What follows belongs to an exercise in optimizing a design on an open flow for small area; a production flow would make more cautious choices.
Only simulation tests tie the RTL to the original design; equivalence was not proved.
The flow treats the clock pin as an ideal source, which a real chip does not have.
Power figures rest on the tool's default switching activity, not on a simulated workload.

Setup of wip/harbor:
// top
module top(y, x, c0, c1, c2, clk, rst);
input clk;
input rst;
input [7:0] x;
input [7:0] c0;
input [7:0] c1;
input [7:0] c2;
output [15:0] y;
reg [7:0] xd;
reg [7:0] c0d;
reg [15:0] s2q;
wire [7:0] xg;
wire [7:0] xdg;
wire rstn = ~rst;
and_cell ug0 (.a(x[0]), .b(rstn), .y(xg[0]));
and_cell ugd0 (.a(xd[0]), .b(rstn), .y(xdg[0]));
and_cell ug1 (.a(x[1]), .b(rstn), .y(xg[1]));
and_cell ugd1 (.a(xd[1]), .b(rstn), .y(xdg[1]));
and_cell ug2 (.a(x[2]), .b(rstn), .y(xg[2]));
and_cell ugd2 (.a(xd[2]), .b(rstn), .y(xdg[2]));
and_cell ug3 (.a(x[3]), .b(rstn), .y(xg[3]));
and_cell ugd3 (.a(xd[3]), .b(rstn), .y(xdg[3]));
and_cell ug4 (.a(x[4]), .b(rstn), .y(xg[4]));
and_cell ugd4 (.a(xd[4]), .b(rstn), .y(xdg[4]));
and_cell ug5 (.a(x[5]), .b(rstn), .y(xg[5]));
and_cell ugd5 (.a(xd[5]), .b(rstn), .y(xdg[5]));
and_cell ug6 (.a(x[6]), .b(rstn), .y(xg[6]));
and_cell ugd6 (.a(xd[6]), .b(rstn), .y(xdg[6]));
and_cell ug7 (.a(x[7]), .b(rstn), .y(xg[7]));
and_cell ugd7 (.a(xd[7]), .b(rstn), .y(xdg[7]));
wire [15:0] s2n;
wire p1;
wire p2;
wire p3;
wire p4;
wire p5;
wire p6;
wire p7;
  ...
Size in the first run: roughly 32 flip-flops, ~50 I/O pins, roughly 0.0056 mm² of cells after synthesis.
==> flow/config.mk <==
export PLATFORM = sky130hd
export DESIGN_NAME = top
export DESIGN_NICKNAME = top
export VERILOG_FILES = /design/flow/design.v
export SDC_FILE = /design/flow/constraint.sdc
export NUM_CORES = 4
export LEC_CHECK = 0
export CAP_MARGIN = 20
export CORE_MARGIN = 2
export CORE_UTILIZATION = 40
export CTS_BUF_LIST = sky130_fd_sc_hd__clkbuf_8
export SLEW_MARGIN = 20
export SYNTH_HIERARCHICAL = 1
export SYNTH_MINIMUM_KEEP_SIZE = 0
==> flow/constraint.sdc <==
create_clock -name core_clock -period 10.0 [get_ports {clk}]
set_input_delay 2.0000 -clock core_clock [delete_from_list [all_inputs] [get_ports {clk}]]
set_output_delay 2.0000 -clock core_clock [all_outputs]
set_load 0.01 [all_outputs]
standard.sh (not shown) runs the stock make flow with config.mk's settings and CLKGATE_MAP_FILE= SYNTH_SCRIPT=/design/flow/synth_recipe.tcl, a recipe that flattens the netlist after the stock synthesis.
==> flow/flow/run.sh <==
#!/bin/bash
set -euo pipefail
export BUFFER_PORTS_ARGS="-buffer_cell sky130_fd_sc_hd__buf_1"
export CTS_ARGS="-buf_list sky130_fd_sc_hd__clkbuf_8 -sink_clustering_enable -sink_clustering_size 32 -sink_clustering_max_diameter 500 -dont_use_dummy_load -repair_clock_nets"
bash standard.sh > standard.log 2>&1
Per the final summary, wip/harbor finished and its layout is clean on timing, DRC and antenna.
Setup changes, wip/harbor to wip/amber
==> flow/flow/run.sh <==
#!/bin/bash
set -euo pipefail
export BUFFER_PORTS_ARGS="-buffer_cell sky130_fd_sc_hd__buf_1"
export CTS_ARGS="-root_buf sky130_fd_sc_hd__clkbuf_8 -buf_list sky130_fd_sc_hd__clkbuf_4 -sink_clustering_enable -dont_use_dummy_load -repair_clock_nets"
bash standard.sh > standard.log 2>&1
==> comparison <==
- wip/harbor -> wip/amber: buffering stage count on the worst path with inverters included delta 0, exact match
- Per the comparison of wip/amber with wip/harbor, final setup slack of the worst path saw little to no change, number of cells after detailed placement saw little to no change.
The inputs of wip/indigo differ from those of wip/amber as listed below.
==> flow/flow/run.sh <==
#!/bin/bash
set -euo pipefail
export BUFFER_PORTS_ARGS="-buffer_cell sky130_fd_sc_hd__buf_1"
export CTS_ARGS="-buf_list sky130_fd_sc_hd__clkbuf_16 -sink_clustering_enable -sink_clustering_size 32 -sink_clustering_max_diameter 500 -dont_use_dummy_load -repair_clock_nets"
bash standard.sh > standard.log 2>&1
wip/indigo went all the way through the flow, and no timing, DRC or antenna check failed.
Summary of wip/indigo over wip/amber: shortest period the worst path allows ~0 delta, synthesis-to-finish area growth grew by 1.0 points, wire length grew by about 0.4%.
Clock power: wip/indigo and wip/amber compared, higher one is wip/indigo
[wip/indigo vs wip/amber] share of power burned in registers: lower in wip/indigo


## build 89
top, a different RTL version from the one above (not shown whole).
Size: ~480 cells after synthesis, about 32 flip-flops, about 50 I/O pins, about 5500 um^2 of cells after synthesis.
export LEC_CHECK = 0
export CAP_MARGIN = 20
export CORE_MARGIN = 2
export CORE_UTILIZATION = 40
export CTS_BUF_LIST = sky130_fd_sc_hd__clkbuf_8
export GPL_TIMING_DRIVEN = 0
export SLEW_MARGIN = 20
export SYNTH_HIERARCHICAL = 1
export SYNTH_MINIMUM_KEEP_SIZE = 0
create_clock -name core_clock -period 10.0 [get_ports {clk}]
==> flow/flow/run.sh <==
#!/bin/bash
# The standard layout (standard.sh: the standard synthesis and ORFS steps,
# unchanged), with these environment settings for the ORFS steps:
#  - the buffers that global placement puts on every input and output port are
#    the platform's smallest buffer (buf_1) instead of the delay buffer that
#    buffer_ports picks by default; the resizer may still upsize them;
#  - clock tree synthesis uses clkbuf_8 and inserts no dummy loads.
# All of ORFS's output goes to standard.log here and to orfs/logs/.
set -euo pipefail
export BUFFER_PORTS_ARGS="-buffer_cell sky130_fd_sc_hd__buf_1"
export REMOVE_ABC_BUFFERS=1
export CTS_ARGS="-buf_list sky130_fd_sc_hd__clkbuf_8 -sink_clustering_enable -dont_use_dummy_load -repair_clock_nets"
bash standard.sh > standard.log 2>&1
Build 89 went all the way through synthesis, placement and routing and the layout is clean on timing, DRC and antenna.
Modified inputs, build 19 compared to build 89
-- flow/flow/run.sh --
<<< build 89, line 11
export REMOVE_ABC_BUFFERS=1
export CTS_ARGS="-buf_list sky130_fd_sc_hd__clkbuf_8 -sink_clustering_enable -dont_use_dummy_load -repair_clock_nets"
bash standard.sh > standard.log 2>&1
>>> build 19, line 11
export REMOVE_ABC_BUFFERS=1
export CTS_ARGS="-buf_list sky130_fd_sc_hd__clkbuf_8 -sink_clustering_enable -sink_clustering_size 32 -sink_clustering_max_diameter 1000 -sink_clustering_levels 1 -dont_use_dummy_load -repair_clock_nets"
bash standard.sh > standard.log 2>&1
Notes after the runs:
- Build 19: done, clean on timing, DRC and antenna
- Build 89 -> build 19: final design area excluding fillers delta 0, exact match
- Cell count after synthesis: build 89 vs build 19 identical
- Going from build 89 to build 19, reported leakage power flat; final hold slack flat; final routed wire length divided by cell count flat; hold buffer count at CTS flat; first-pass GRT wire length flat.
- Diff build 89..build 19 | share of post-route cells with drive strength above 1 | unchanged
- Post-cts sizing count: build 89 vs build 19 identical
- Diff build 89..build 19 | multi-input combinational area share | unchanged
Changes in build 85 relative to build 19:
Settings: removing GPL_TIMING_DRIVEN (formerly 0).
==> flow/flow/run.sh <==
#!/bin/bash
set -euo pipefail
export BUFFER_PORTS_ARGS="-buffer_cell sky130_fd_sc_hd__buf_1"
export CTS_ARGS="-buf_list sky130_fd_sc_hd__clkbuf_8 -sink_clustering_enable -sink_clustering_size 32 -sink_clustering_max_diameter 500 -dont_use_dummy_load -repair_clock_nets"
bash standard.sh > standard.log 2>&1
### Flow results
- From build 19 to build 85 the numbers moved as follows: total design power now larger, wire length of the first global-routing pass now larger, share of cell area taken by multi-input logic gates now smaller, clock latency on the worst-skew pair comparable.
- Of the two values seen for critical path launch point, c2[2] was produced by build 19 and x[0] by build 85.


== lane 1 ==
top with an RTL version that a note above also has.
Size in the first run: ~490 cells after synthesis, roughly 32 flip-flops, ~50 I/O pins, roughly 5600 µm² of cells after synthesis.
Settings: LEC_CHECK=0, CAP_MARGIN=20, CORE_MARGIN=2, CORE_UTILIZATION=40, CTS_BUF_LIST=sky130_fd_sc_hd__clkbuf_8, SLEW_MARGIN=20, SYNTH_HIERARCHICAL=1, SYNTH_MINIMUM_KEEP_SIZE=0; clock period 10.0 ns.
==> flow/flow/run.sh <==
#!/bin/bash
set -euo pipefail
export BUFFER_PORTS_ARGS="-buffer_cell sky130_fd_sc_hd__buf_1"
export CTS_ARGS="-buf_list sky130_fd_sc_hd__clkbuf_8 -sink_clustering_enable -dont_use_dummy_load -repair_clock_nets"
bash standard.sh > standard.log 2>&1
Lane 1 completed; timing, DRC and antenna clean
Here is what was changed in the inputs of lane 2 compared with lane 1.
# lane 1
export LEC_CHECK = 0
export CAP_MARGIN = 20
export CORE_MARGIN = 2
export CORE_UTILIZATION = 40
export CTS_BUF_LIST = sky130_fd_sc_hd__clkbuf_8
export SLEW_MARGIN = 20
export SYNTH_HIERARCHICAL = 1
export SYNTH_MINIMUM_KEEP_SIZE = 0
create_clock -name core_clock -period 10.0 [get_ports {clk}]
# lane 2
export LEC_CHECK = 0
export CAP_MARGIN = 20
export CORE_MARGIN = 2
export CORE_UTILIZATION = 40
export CTS_BUF_LIST = sky130_fd_sc_hd__clkbuf_8
export GPL_TIMING_DRIVEN = 0
export SLEW_MARGIN = 20
export SYNTH_HIERARCHICAL = 1
export SYNTH_MINIMUM_KEEP_SIZE = 0
create_clock -name core_clock -period 10.0 [get_ports {clk}]
==> flow/flow/run.sh <==
#!/bin/bash
set -euo pipefail
export BUFFER_PORTS_ARGS="-buffer_cell sky130_fd_sc_hd__buf_1"
export REMOVE_ABC_BUFFERS=1
export CTS_ARGS="-buf_list sky130_fd_sc_hd__clkbuf_8 -sink_clustering_enable -dont_use_dummy_load -repair_clock_nets"
bash standard.sh > standard.log 2>&1
### Flow results
Lane 2 completed; timing, DRC and antenna clean
Lane 1 finished all stages; the layout is clean.
Diff lane 1 -> lane 2: worst reg-to-reg setup slack rose 0.04 ns, setup slack moved down, cell-internal power held.
Critical path depth: lane 2 vs lane 1 identical
Lane 2 vs lane 1: global-route usage down
In the reports for lane 1 and lane 2, the larger total wire length belongs to lane 1.
Area growth from synthesis to layout: lane 2 vs lane 1 down 0.27 points
The following lists how lane 3 was set up differently from lane 2:
# lane 2
export LEC_CHECK = 0
export CAP_MARGIN = 20
export CORE_MARGIN = 2
export CORE_UTILIZATION = 40
export CTS_BUF_LIST = sky130_fd_sc_hd__clkbuf_8
export GPL_TIMING_DRIVEN = 0
export SLEW_MARGIN = 20
export SYNTH_HIERARCHICAL = 1
export SYNTH_MINIMUM_KEEP_SIZE = 0
create_clock -name core_clock -period 10.0 [get_ports {clk}]
# lane 3
export LEC_CHECK = 0
export CAP_MARGIN = 20
export CORE_MARGIN = 2
export CORE_UTILIZATION = 40
export CTS_BUF_LIST = sky130_fd_sc_hd__clkbuf_8
export SLEW_MARGIN = 20
export SYNTH_HIERARCHICAL = 1
export SYNTH_MINIMUM_KEEP_SIZE = 0
create_clock -name core_clock -period 10.0 [get_ports {clk}]
==> flow/flow/run.sh <==
#!/bin/bash
# The standard layout (standard.sh, unchanged synthesis and steps), with
# one difference: the buffers that global placement puts on every input and
# output port are the platform's smallest buffer, not the delay buffer that
# buffer_ports picks by default. The resizer may still upsize them later.
set -euo pipefail
export BUFFER_PORTS_ARGS="-buffer_cell sky130_fd_sc_hd__buf_1"
bash standard.sh > standard.log 2>&1
## What came out
Between lane 2 and lane 3, the power density normalized to cell area figures differ only marginally. Comparing proportion of power drawn by the clock network for lane 2 and lane 3, the bigger number came from lane 3. Delta (lane 3 minus lane 2): final clock period utilization by the worst path went down by 1.0 points, total non-filler cell area in the finished layout rose by 0.65%.


== JK ==
Another version of the RTL of top (not shown whole).
Size in the first run: ~550 cells after synthesis, roughly 0.0056 sq mm of cells after synthesis.
export LEC_CHECK = 0
export ABC_AREA = 1
export CAP_MARGIN = 20
export CORE_MARGIN = 2
export CORE_UTILIZATION = 40
export GPL_TIMING_DRIVEN = 0
export SLEW_MARGIN = 20
export SYNTH_HIERARCHICAL = 1
export SYNTH_MINIMUM_KEEP_SIZE = 0
create_clock -name core_clock -period 10.0 [get_ports {clk}]
run.sh (not shown) runs the stock make flow with config.mk's settings and CLKGATE_MAP_FILE= SYNTH_SCRIPT=/design/flow/synth_recipe.tcl, a recipe that flattens the netlist after the stock synthesis.
Stock flow here: none of the scripts above is used.
JK reached the final stage; the timing, design-rule and antenna checks on its layout passed.
Changes in MS relative to JK:
diff --git a/flow/config.mk b/flow/config.mk
--- a/flow/config.mk
+++ b/flow/config.mk
@@ -11,2 +11,2 @@
-export CORE_UTILIZATION = 40
-export GPL_TIMING_DRIVEN = 0
+export CORE_UTILIZATION = 60
+export CTS_BUF_LIST = sky130_fd_sc_hd__clkbuf_4 sky130_fd_sc_hd__clkbuf_8
Findings:
- On MS: met3 demand-to-capacity share in global routing is 2.3 points higher than what JK gave.
- On highest clock rate, MS and JK are neck and neck.
- [diff] global-route wire length before repair, MS relative to JK: regression
- On switching part of the total: between MS and JK, it ends up lower for JK.
- The higher hold slack came out of MS.
- Setup slack in MS is 0.013 ns lower than in JK
- MS against JK: number of resized instances in the post-cts repair step now sits higher, logic gate share of total power now sits higher.
- A start point of the critical path of x[3] is what MS shows, while x[1] belongs to JK.


## run 1
Another version of the RTL of top (not shown whole).
For scale: roughly 480 cells after synthesis, ~32 flip-flops, about 50 I/O pins, roughly 5500 um2 of cells after synthesis.
clock: 10.0 ns
lec_check: 0
cap_margin: 20
core_margin: 2
core_utilization: 70
cts_buf_list: sky130_fd_sc_hd__clkbuf_8
gpl_timing_driven: 0
slew_margin: 20
synth_hierarchical: 1
synth_minimum_keep_size: 0
standard.sh (not shown) runs the stock make flow with config.mk's settings and CLKGATE_MAP_FILE= SYNTH_SCRIPT=/design/flow/synth_recipe.tcl, a recipe that flattens the netlist after the stock synthesis.
==> flow/flow/run.sh <==
#!/bin/bash
# The standard layout (standard.sh: the standard synthesis and ORFS steps,
# unchanged), with these environment settings for the ORFS steps:
#  - the buffers that global placement puts on every input and output port are
#    the platform's smallest buffer (buf_1) instead of the delay buffer that
#    buffer_ports picks by default; the resizer may still upsize them;
#  - clock tree synthesis uses clkbuf_8 and inserts no dummy loads;
# and one extra step after CTS: clksize.tcl resizes the clock tree's buffers
# (a root buffer and four leaf buffers of 7 to 9 flip-flops each) to clkbuf_2
# and clkbuf_4, keeping the tree's shape and placement. The layout then goes
# on with the standard steps (routing, repair, finish).
# Each tool's output: standard_cts.log, clksize.log, standard.log (and the
# per-step logs in orfs/logs/).
set -euo pipefail
export BUFFER_PORTS_ARGS="-buffer_cell sky130_fd_sc_hd__buf_1"
export REMOVE_ABC_BUFFERS=1
export CTS_ARGS="-buf_list sky130_fd_sc_hd__clkbuf_8 -sink_clustering_enable -dont_use_dummy_load -repair_clock_nets"
bash standard.sh cts > standard_cts.log 2>&1
CLKSIZE_ODB="$PWD/orfs/results/$FLOW_PLATFORM/top/base/4_cts.odb" \
  openroad -no_init -exit flow/clksize.tcl > clksize.log 2>&1
bash standard.sh finish > standard.log 2>&1
==> flow/flow/clksize.tcl <==
# Resize the clock tree that CTS built (a root buffer feeding leaf buffers
# that drive the flip-flops) to small buffers: root clkbuf_2, leaves clkbuf_4.
# The tree's shape and placement stay as CTS made them.
read_db $::env(CLKSIZE_ODB)
set block [ord::get_db_block]
set db [ord::get_db]
set clknet [[$block findBTerm clk] getNet]
set roots {}
foreach it [$clknet getITerms] {
  if {[$it isInputSignal]} { lappend roots [$it getInst] }
}
if {[llength $roots] != 1} { error "expected one cell on the clock port, found [llength $roots]" }
set root [lindex $roots 0]
foreach it [$root getITerms] {
  if {[$it isOutputSignal]} { set rootout [$it getNet] }
}
set leaves {}
foreach it [$rootout getITerms] {
  set inst [$it getInst]
  if {$inst eq $root} continue
  if {![string match "sky130_fd_sc_hd__clkbuf_*" [[$inst getMaster] getName]]} {
    error "[$inst getName] on the root's net is not a clock buffer"
  }
  lappend leaves $inst
}
puts "root [$root getName] ([[$root getMaster] getName]), [llength $leaves] leaf buffers"
$root swapMaster [$db findMaster sky130_fd_sc_hd__clkbuf_2]
foreach leaf $leaves {
  $leaf swapMaster [$db findMaster sky130_fd_sc_hd__clkbuf_4]
}
detailed_placement
check_placement
write_db $::env(CLKSIZE_ODB)
## Diff of input files: run 2 against run 1
- CORE_UTILIZATION changed from 70 to 40
==> flow/flow/run.sh <==
#!/bin/bash
# The standard layout (standard.sh: the standard synthesis and ORFS steps,
# unchanged), with these environment settings for the ORFS steps:
#  - the buffers that global placement puts on every input and output port are
#    the platform's smallest buffer (buf_1) instead of the delay buffer that
#    buffer_ports picks by default; the resizer may still upsize them;
#  - clock tree synthesis uses clkbuf_8 and inserts no dummy loads.
# All of ORFS's output goes to standard.log here and to orfs/logs/.
set -euo pipefail
export BUFFER_PORTS_ARGS="-buffer_cell sky130_fd_sc_hd__buf_1"
export REMOVE_ABC_BUFFERS=1
export CTS_ARGS="-buf_list sky130_fd_sc_hd__clkbuf_8 -sink_clustering_enable -dont_use_dummy_load -repair_clock_nets"
bash standard.sh > standard.log 2>&1
removed: flow/flow/clksize.tcl
Compared to run 1, run 2 has reg-to-reg setup timing slack 0.06 ns higher. [compare] base=run 1 new=run 2: final cell area excluding filler cells moved up, number of vias per cell moved down, minimum clock period after layout moved up, count of placed standard cells including taps moved up. Against run 1, run 2 reports a cell count that is higher. Comparing run 1 against run 2, there is no change at all in number of instances resized during post-cts repair. Taking run 1 as the reference point, the leakage power figure of run 2 rises by about 0.7%. Run 2 does worse than run 1 on wire length.

## what the ideal ports hide
How much do the figures lean on ideal ports? The routed layouts below were timed once more, with nothing changed but the port constraints.
Step 1, drivers: a clkbuf_16 drives clk and a buf_2 each remaining input, both assumed.
Step 2 moves the port delays by t, midway between the first and last clock arrival at a register: inputs arrive t later, outputs are due t later. That takes back most of the time a late clock gives input paths.
Three values: ideal ports, drivers, drivers and shift; two values: the first two.
| run | t (ns) | setup WS [ns] | hold WS [ns] | latest minus earliest clock arrival (ns) | pins driven straight from the clock port |
|---|---|---|---|---|---|
| wip/harbor | 0.312 | 0.662 / 0.641 / 0.641 | 0.725 / 0.725 / 0.725 | 0.011 / 0.011 | 1 |
| wip/amber | 0.312 | 0.662 / 0.641 / 0.641 | 0.725 / 0.725 / 0.725 | 0.011 / 0.011 | 1 |
| wip/indigo | 0.311 | 0.662 / 0.636 / 0.636 | 0.723 / 0.723 / 0.723 | 0.010 / 0.010 | 1 |
| build 89 | 0.310 | 0.629 / 0.601 / 0.601 | 0.702 / 0.702 / 0.702 | 0.011 / 0.011 | 1 |
| build 19 | 0.310 | 0.629 / 0.601 / 0.601 | 0.702 / 0.702 / 0.702 | 0.011 / 0.011 | 1 |
| build 85 | 0.309 | 0.667 / 0.640 / 0.640 | 0.707 / 0.707 / 0.707 | 0.013 / 0.012 | 1 |
| lane 1 | 0.312 | 0.662 / 0.641 / 0.641 | 0.725 / 0.725 / 0.725 | 0.011 / 0.011 | 1 |
| lane 2 | 0.320 | 0.562 / 0.539 / 0.539 | 0.711 / 0.711 / 0.711 | 0.014 / 0.014 | 1 |
| lane 3 | 0.318 | 0.662 / 0.637 / 0.637 | 0.732 / 0.732 / 0.732 | 0.008 / 0.009 | 1 |
| JK | 0.318 | 0.147 / 0.095 / 0.095 | 0.801 / 0.801 / 0.801 | 0.007 / 0.007 | 1 |
| MS | 0.326 | 0.133 / 0.097 / 0.097 | 0.842 / 0.842 / 0.842 | 0.011 / 0.011 | 1 |
| run 1 | 0.378 | 0.320 / 0.297 / 0.297 | 0.683 / 0.683 / 0.683 | 0.041 / 0.042 | 1 |
| run 2 | 0.316 | 0.274 / 0.251 / 0.251 | 0.699 / 0.699 / 0.699 | 0.007 / 0.007 | 1 |
After both steps setup and hold are still met in every run listed. The setup slack of JK, which loses most, moves by -0.052 ns with the drivers and by -0.052 ns with both steps.
